What follows belongs to an exercise in optimizing a design on an open flow for small area and a short achievable clock period; a production flow would make more cautious choices. RTL that was checked went through simulation tests only; none was proved equivalent to the original. Power is estimated from default activity; no workload was simulated.

// processor
module processor(clock,reset,imem_addr,imem_data,wb_en,wb_addr,wb_data,flags);
Size in the first run: roughly 2500 cells after synthesis, ~430 flip-flops, roughly 50 I/O pins, about 0.028 sq mm of cells after synthesis.
make LEC_CHECK=0 ABC_CLOCK_PERIOD_IN_PS=5000 CAP_MARGIN=20 CORE_MARGIN=2 CORE_UTILIZATION=65 CTS_BUF_LIST=sky130_fd_sc_hd__clkbuf_8 CTS_CLUSTER_DIAMETER=60 CTS_CLUSTER_SIZE=16 SETUP_SLACK_MARGIN=5 SLEW_MARGIN=20 finish   # period 11.0 ns
run.sh (not shown) runs the stock make flow with config.mk's settings and CLKGATE_MAP_FILE= SYNTH_SCRIPT=/design/flow/synth_recipe.tcl, a recipe that flattens the netlist after the stock synthesis.
The baseline passed the timing, design-rule and antenna checks.
Next try:
Settings changed: CORE_UTILIZATION 65 to 35, CTS_BUF_LIST sky130_fd_sc_hd__clkbuf_8 to default, CTS_CLUSTER_DIAMETER 60 to default, CTS_CLUSTER_SIZE 16 to default.
Die area went up by well over a third.
Final area went up by a few percent.
Routed wire length went up by a few percent.
Worst hold slack barely changes.
Setup slack gets better by 0.022 ns.
Synthesized area is unchanged.
Power went up by roughly a tenth.
Core utilization went down by 33 points.
Synthesized cell count stays the same.
No functional check of the RTL was part of any run of this note.

========
Setup of lane 1:
processor, a different RTL version from the one above (not shown whole).
Size: about 2400 cells after synthesis, roughly 420 flip-flops, about 50 I/O pins.
==> flow/design.v (excerpt) <==
module processor(clock,reset,imem_addr,imem_data,wb_en,wb_addr,wb_data,flags);
clock: 11.0 ns
lec_check: 0
cap_margin: 20
core_margin: 2
core_utilization: 35
place_density: 0.8
setup_slack_margin: 5
slew_margin: 20
Lane 1 has completed all stages; timing, DRC and antenna checks passed.
Edits applied to the flow inputs when going from lane 1 to lane 2:
- TNS_END_PERCENT now 5, previously not set
- SLEW_MARGIN now 0, was 20
- CAP_MARGIN now 0, was 20
- PLACE_DENSITY no longer set, was 0.8
Notes after the runs:
Lane 2 reached the final stage; the timing, design-rule and antenna checks on its layout passed.
Via count on lane 2 is down relative to lane 1.
Taking lane 1 as the reference, in lane 2 first-pass GRT wire length now larger; critical path depth now larger; worst hold slack now smaller; power share of the combinational group now smaller; number of buffer and inverter stages on the critical path now larger.
Going from lane 1 to lane 2, proportion of cell area occupied by multi-input gates went down 0.44 points; power went up 0.051 mW; time the final worst path needs with I/O delays and setup went up 0.14 ns; average detailed-routed wire length per instance went up 1.8 µm.
--- input diff lane 2..lane 3 ---
- an added ABC_CLOCK_PERIOD_IN_PS of 5000
- a change of CAP_MARGIN from 0 to 20
- a deleted TNS_END_PERCENT that had been 5
- a change of SLEW_MARGIN from 0 to 20
Findings:
- In lane 3 the share of layout cells above drive strength 1 turned out 1.4 points higher than in lane 2.
- Delta (lane 3 minus lane 2): utilization of the core after routing went up 0.43 points, total power went up about 1.5%, overall via count from detail_route went up 326.
- Compared with lane 2, in lane 3 part of the total power dissipated in combinational logic has increased, setup slack rose by 0.17 ns.

========
Another version of the RTL of processor (not shown whole).
Size: ~410 flip-flops, about 50 I/O pins, about 28000 µm² of cells after synthesis.
make LEC_CHECK=0 CAP_MARGIN=20 CORE_MARGIN=2 CORE_UTILIZATION=35 SETUP_SLACK_MARGIN=4 SLEW_MARGIN=20 finish   # period 11.0 ns
The starting point finished clean.
Next try:
Settings changed: CORE_UTILIZATION 35 to 60, SETUP_SLACK_MARGIN 4 to 5.
After rerunning:
- sequential share of layout area went down by 2.6 points
- utilization rises by 34 points
- routed wire length is higher by 5.3%
- cell count goes down by 7.0%
- design area rises by 7.8%
- total power climbs by 19%
- global-route usage climbs by 17 points
- count of clock-buffer cells in the layout is lower by 6
- clock power goes down by about 4%
- flip-flop and latch count does not change
- hold slack is about the same
Next try:
Settings changed: CORE_UTILIZATION 60 to 35, CTS_BUF_LIST from default to sky130_fd_sc_hd__clkbuf_4 sky130_fd_sc_hd__clkbuf_8, CTS_CLUSTER_SIZE from default to 30.
The new run completed with no timing, DRC or antenna violations.
Total power went down by 7.6%.
Design area rose by 0.45%.
Non-clock buffer count decreases by 37.
Count of clock-buffer cells in the layout grows by 46.
Utilization went down by 31 points.
Function was not checked in any run of this note: the RTL went through the layout flow alone.

========
Another version of the RTL of processor (not shown whole).
Size: ~430 flip-flops, roughly 27,000 um2 of cells after synthesis.
clock: 11.0 ns
lec_check: 0
abc_clock_period_in_ps: 5000
cap_margin: 20
core_margin: 2
core_utilization: 35
cts_buf_list: sky130_fd_sc_hd__clkbuf_8
cts_cluster_diameter: 60
cts_cluster_size: 16
slew_margin: 20
standard.sh (not shown) runs the stock make flow with config.mk's settings and CLKGATE_MAP_FILE= SYNTH_SCRIPT=/design/flow/synth_recipe.tcl, a recipe that flattens the netlist after the stock synthesis.
==> flow/flow/run.sh <==
#!/bin/bash
set -e
export SETUP_SLACK_MARGIN=5.5
bash standard.sh > standard.log 2>&1
Change:
--- a/flow/config.mk
+++ b/flow/config.mk
@@ -11 +11 @@
-export CORE_UTILIZATION = 35
+export CORE_UTILIZATION = 50
Result: The changed run finished clean. Count of clock-buffer cells in the layout rises by 3. Global-route usage rises by 9.1 points. Synthesized cell count is unchanged. Power rises slightly. Die area falls by a quarter to a third.
Change:
==> flow/run.sh (new file) <==
#!/bin/bash
# synth_recipe.tcl (not shown) runs the flow's synth.tcl, then flattens the netlist and writes it again
# the make line also repeats each setting of config.mk as NAME=value (left out here)
make -C /OpenROAD-flow-scripts/flow DESIGN_CONFIG=/design/flow/config.mk WORK_HOME=/design/flow/orfs CLKGATE_MAP_FILE= SYNTH_SCRIPT=/design/flow/synth_recipe.tcl finish
--- a/flow/config.mk
+++ b/flow/config.mk
@@ -11 +11 @@
-export CORE_UTILIZATION = 50
+export CORE_UTILIZATION = 35
@@ -14,0 +15 @@
+export SETUP_SLACK_MARGIN = 5
removed: flow/flow/run.sh
removed: flow/standard.sh
Result: Clock power shrinks by about 5%; non-clock buffer count shrinks by 112; global-route usage shrinks by 10 points; flip-flop and latch count stays the same; die area grows by 42%; total power shrinks by 7.0%; area after synthesis does not change.
Change:
==> flow/flow/run.sh (new file) <==
#!/bin/bash
set -e
export SETUP_SLACK_MARGIN=5.5
export BUFFER_PORTS_ARGS="-buffer_cell sky130_fd_sc_hd__buf_4"
bash standard.sh > standard.log 2>&1
==> flow/standard.sh (new file) <==
#!/bin/bash
# synth_recipe.tcl (not shown) runs the flow's synth.tcl, then flattens the netlist and writes it again
# the make line also repeats each setting of config.mk as NAME=value (left out here)
make -C /OpenROAD-flow-scripts/flow DESIGN_CONFIG=/design/flow/config.mk WORK_HOME=/design/flow/orfs CLKGATE_MAP_FILE= SYNTH_SCRIPT=/design/flow/synth_recipe.tcl "${@:-finish}"
--- a/flow/config.mk
+++ b/flow/config.mk
@@ -15 +14,0 @@
-export SETUP_SLACK_MARGIN = 5
removed: flow/run.sh
The new run passed the timing, design-rule and antenna checks. Worst hold slack barely changes. Total power goes up by a few percent. Synthesized area does not change. Wire length grows by a few percent. First-iteration DRC count grows by about a fifth. Design area went up by a few percent. Via count climbs by a few percent. Core utilization grows by 1.5 points. Die area stays the same. Clock power goes up by a few percent.

========
== the previous run ==
processor, a different RTL version from the one above (not shown whole).
Size in the first run: ~2500 cells after synthesis, roughly 50 I/O pins, about 0.028 mm^2 of cells after synthesis.
Settings: LEC_CHECK=0, ABC_CLOCK_PERIOD_IN_PS=5000, CAP_MARGIN=20, CORE_MARGIN=2, CORE_UTILIZATION=35, SETUP_SLACK_MARGIN=4.5, SLEW_MARGIN=20; clock period 11.0 ns.
run.sh (not shown) runs the stock make flow with config.mk's settings and CLKGATE_MAP_FILE= SYNTH_SCRIPT=/design/flow/synth_recipe.tcl, a recipe that flattens the netlist after the stock synthesis.
Stock flow here: none of the scripts above is used.
Inputs modified between the previous run and the current run:
# the previous run
export LEC_CHECK = 0
export ABC_CLOCK_PERIOD_IN_PS = 5000
export CAP_MARGIN = 20
export CORE_MARGIN = 2
export CORE_UTILIZATION = 35
export SETUP_SLACK_MARGIN = 4.5
export SLEW_MARGIN = 20
create_clock -name core_clock -period 11.0 [get_ports {clock}]
# the current run
export LEC_CHECK = 0
export ABC_CLOCK_PERIOD_IN_PS = 5000
export CAP_MARGIN = 20
export CORE_MARGIN = 2
export CORE_UTILIZATION = 35
export SETUP_SLACK_MARGIN = 5
export SLEW_MARGIN = 20
create_clock -name core_clock -period 11.0 [get_ports {clock}]
Notes after the runs:
- Re register share of total power: the previous run and the current run aren't equal, and the higher value belongs to the previous run.
- The current run was carried through to the last stage, and its layout satisfied the timing, design-rule and antenna checks.
- The current run: worst reg-to-reg setup slack is 0.05 ns higher than what the previous run reported.
- Comparing number of ordinary and repair buffers in the finished layout for the previous run and the current run, the smaller number came from the previous run.
- As far as worst hold slack is concerned, the current run and the previous run perform about the same.
- Compared with the previous run, in the current run sequential share of cell area lost 0.66 points; met3 wire length held steady.
- Changes observed in the current run relative to the previous run: initial core utilization saw little to no change; transition time at the pin with the least slew margin saw an increase.

========
## job 101
Another version of the RTL of processor (not shown whole).
For scale: about 2,600 cells after synthesis, about 28,000 sq um of cells after synthesis.
## processor
module processor(clock,reset,imem_addr,imem_data,wb_en,wb_addr,wb_data,flags);
clock: 11.0 ns
lec_check: 0
abc_clock_period_in_ps: 5000
cap_margin: 20
core_margin: 2
core_utilization: 35
setup_slack_margin: 5
slew_margin: 20
> inputs changed (job 101 -> job 102)
Settings: ABC_CLOCK_PERIOD_IN_PS no longer set, was 5000; SETUP_SLACK_MARGIN no longer set, was 5.
[summary]
Comparing job 101 against job 102, there is no change at all in simple-gate area share of the yosys netlist. Diff job 101 -> job 102: total detailed-routing wirelength saw a decrease, non-clock buffer instance count of the final layout saw a decrease. Job 102 -> job 101: power dissipated in the clock network flat. Cmp job 102 vs job 101: final estimated routing congestion in global placement lower in job 102. The share of cell area taken by flip-flops and latches in job 102 was higher than what job 101 gave. Between job 101 and job 102, count of instances resized after the clock tree is built decreased.
No run of this note included a check of the RTL's function; only the layout flow was run.

========
RTL: one of the versions met above, not the one the previous note started from.
Size in the first run: ~2400 cells after synthesis, ~430 flip-flops, roughly 27000 sq um of cells after synthesis.
Settings: LEC_CHECK=0, ABC_CLOCK_PERIOD_IN_PS=5000, CAP_MARGIN=20, CORE_MARGIN=2, CORE_UTILIZATION=35, CTS_BUF_LIST=sky130_fd_sc_hd__clkbuf_8, CTS_CLUSTER_DIAMETER=60, CTS_CLUSTER_SIZE=16, SLEW_MARGIN=20; clock period 11.0 ns.
standard.sh (not shown) runs the stock make flow with config.mk's settings and CLKGATE_MAP_FILE= SYNTH_SCRIPT=/design/flow/synth_recipe.tcl, a recipe that flattens the netlist after the stock synthesis.
==> flow/flow/run.sh <==
#!/bin/bash
set -e
export SETUP_SLACK_MARGIN=5.5
export BUFFER_PORTS_ARGS="-buffer_cell sky130_fd_sc_hd__buf_2"
bash standard.sh > standard.log 2>&1
Edit:
==> flow/flow/run.sh (replaced) <==
#!/bin/bash
set -e
export SETUP_SLACK_MARGIN=6.0
bash standard.sh > standard.log 2>&1
After rerunning: Final area came out higher by about 2%. Via count stays flat. Power came out higher by 1.1%.
Edit:
==> flow/run.sh (new file) <==
#!/bin/bash
# synth_recipe.tcl (not shown) runs the flow's synth.tcl, then flattens the netlist and writes it again
# the make line also repeats each setting of config.mk as NAME=value (left out here)
make -C /OpenROAD-flow-scripts/flow DESIGN_CONFIG=/design/flow/config.mk WORK_HOME=/design/flow/orfs CLKGATE_MAP_FILE= SYNTH_SCRIPT=/design/flow/synth_recipe.tcl finish
- CORE_UTILIZATION: 35 -> 50
- SETUP_SLACK_MARGIN: not set -> 5
removed: flow/flow/run.sh
removed: flow/standard.sh
Result: Synthesized cell count is unchanged; clock power rises by about 4%; worst setup slack gets worse by 0.43 ns; synthesized area is unchanged.
Edit:
- CORE_UTILIZATION: 50 -> 35
- GPL_TIMING_DRIVEN: not set -> 0
What happened: Global-route usage goes down by 8.0 points. Cell count came out higher by roughly a tenth. Final area increases by a few percent. First-iteration DRC count came out higher by about a fifth. Non-clock buffer count goes up by 90. Combinational power grows by a little under a tenth. Via count goes up by a few percent. Synthesized cell count stays the same. Worst hold slack stays flat. Critical path depth rises by 3.

========
Setup of run A:
processor with an RTL version that a note above also has.
Size in the first run: about 430 flip-flops, roughly 28,000 um2 of cells after synthesis.
==> flow/config.mk <==
export PLATFORM = sky130hd
export DESIGN_NAME = processor
export DESIGN_NICKNAME = processor
export VERILOG_FILES = /design/flow/design.v
export SDC_FILE = /design/flow/constraint.sdc
export NUM_CORES = 4
export LEC_CHECK = 0
export ABC_CLOCK_PERIOD_IN_PS = 5000
export CAP_MARGIN = 20
export CORE_MARGIN = 2
export CORE_UTILIZATION = 35
export CTS_BUF_LIST = sky130_fd_sc_hd__clkbuf_8 sky130_fd_sc_hd__clkbuf_16
export CTS_CLUSTER_DIAMETER = 80
export CTS_CLUSTER_SIZE = 25
export SETUP_SLACK_MARGIN = 5
export SLEW_MARGIN = 20
==> flow/constraint.sdc <==
create_clock -name core_clock -period 11.0 [get_ports {clock}]
set_input_delay 2.2000 -clock core_clock [delete_from_list [all_inputs] [get_ports {clock}]]
set_output_delay 2.2000 -clock core_clock [all_outputs]
set_load 0.01 [all_outputs]
run.sh (not shown) runs the stock make flow with config.mk's settings and CLKGATE_MAP_FILE= SYNTH_SCRIPT=/design/flow/synth_recipe.tcl, a recipe that flattens the netlist after the stock synthesis.
Stock flow here: none of the scripts above is used.
Edits applied to the flow inputs when going from run A to run B:
Settings: CTS_BUF_LIST: sky130_fd_sc_hd__clkbuf_8 sky130_fd_sc_hd__clkbuf_16 -> sky130_fd_sc_hd__clkbuf_8; CTS_CLUSTER_DIAMETER: 80 -> 60; CTS_CLUSTER_SIZE: 25 -> 16; CORE_UTILIZATION: 35 -> 50.
--- outcome ---
Area of the die, run B and run A: higher on run A
Sort run B and run A by worst hold margin, ascending, and run B comes first.
The count of placed standard cells including taps in run B sits 309 below the value recorded for run A.
Run B reports its capturing element of the worst setup path as wb_en while run A reports wb_data[12].
The following lists how run C was set up differently from run B:
Settings: CORE_UTILIZATION now 35, was 50.
==> run summary <==
Summary of run C over run B: first-pass GRT wire length went up; distinct cell type count of the synthesized netlist did not really move.
Top routing layer in use = met4: run C; top routing layer in use = met5: run B
Run B has lower area overhead of the layout relative to synthesis than run C.
The met3 wire length in run C is 0.80 times that in run B.
Looking at final layout net count, run C sits below run B.
Run C gives less maximum frequency than run B did.
Compared run C against run B; later-pin clock latency in the skew report within noise.
Function was not checked in any run of this note: the RTL went through the layout flow alone.

==> separate check: timing with driven ports <==
No port has a modelled driver above. Below, the same layouts with a new extraction and two added sets of constraints. Step 1, drivers: a clkbuf_16 drives clock and a buf_2 each remaining input, both assumed. Step 2, shift: input delay + t, output delay - t, t = (earliest + latest rising clock arrival at the registers) / 2. This alone moves slack from input paths to output paths. a / b / c = ideal / step 1 / step 2; a / b = the first two.
| run | t, ns | slack for setup (ns) | hold slack, ns | cell pins on the clock port's net |
|---|---|---|---|---|
| the first run of note 1 | 0.689 | 4.909 / 4.856 / 4.571 | 0.498 / 0.498 / 0.498 | 1 |
| the second run of note 1 | 0.661 | 4.931 / 4.865 / 4.607 | 0.496 / 0.496 / 0.496 | 1 |
| lane 1 | 0.640 | 4.967 / 4.907 / 4.897 | 0.508 / 0.508 / 0.508 | 1 |
| lane 2 | 0.651 | 4.828 / 4.770 / 4.905 | 0.496 / 0.496 / 0.496 | 1 |
| lane 3 | 0.661 | 4.993 / 4.934 / 4.943 | 0.488 / 0.488 / 0.488 | 1 |
| the first run of note 3 | 0.643 | 4.013 / 3.949 / 4.308 | 0.472 / 0.472 / 0.472 | 1 |
| the second run of note 3 | 0.658 | 4.774 / 4.726 / 4.519 | 0.474 / 0.474 / 0.474 | 1 |
| the third run of note 3 | 0.710 | 4.856 / 4.832 / 4.697 | 0.484 / 0.484 / 0.484 | 1 |
| the first run of note 4 | 0.723 | 5.426 / 5.366 / 4.895 | 0.517 / 0.517 / 0.517 | 1 |
| the second run of note 4 | 0.701 | 5.341 / 5.284 / 4.860 | 0.518 / 0.518 / 0.518 | 1 |
| the third run of note 4 | 0.718 | 4.992 / 4.929 / 4.580 | 0.517 / 0.517 / 0.517 | 1 |
| the fourth run of note 4 | 0.718 | 5.299 / 5.241 / 5.002 | 0.520 / 0.520 / 0.520 | 1 |
| the previous run | 0.655 | 4.565 / 4.500 / 4.780 | 0.493 / 0.493 / 0.493 | 1 |
| the current run | 0.667 | 5.037 / 4.964 / 4.811 | 0.493 / 0.493 / 0.493 | 1 |
| job 101 | 0.648 | 4.671 / 4.613 / 4.532 | 0.505 / 0.505 / 0.505 | 1 |
| job 102 | 0.652 | 2.555 / 2.495 / 3.147 | 0.485 / 0.485 / 0.485 | 1 |
| the first run of note 7 | 0.736 | 5.365 / 5.302 / 4.975 | 0.522 / 0.522 / 0.522 | 1 |
| the second run of note 7 | 0.737 | 5.442 / 5.378 / 5.457 | 0.503 / 0.503 / 0.503 | 1 |
| the third run of note 7 | 0.698 | 5.010 / 4.955 / 4.546 | 0.521 / 0.521 / 0.521 | 1 |
| the fourth run of note 7 | 0.738 | 5.036 / 4.972 / 4.364 | 0.521 / 0.521 / 0.521 | 1 |
| run A | 0.674 | 4.929 / 4.865 / 4.674 | 0.501 / 0.501 / 0.501 | 1 |
| run B | 0.723 | 5.003 / 4.952 / 4.572 | 0.495 / 0.495 / 0.495 | 1 |
| run C | 0.733 | 4.954 / 4.893 / 4.597 | 0.493 / 0.493 / 0.493 | 1 |
After both steps setup and hold are still met in every run listed. For the fourth run of note 7, which loses most, drivers alone change the setup slack by -0.064 ns; drivers and shift together by -0.672 ns.
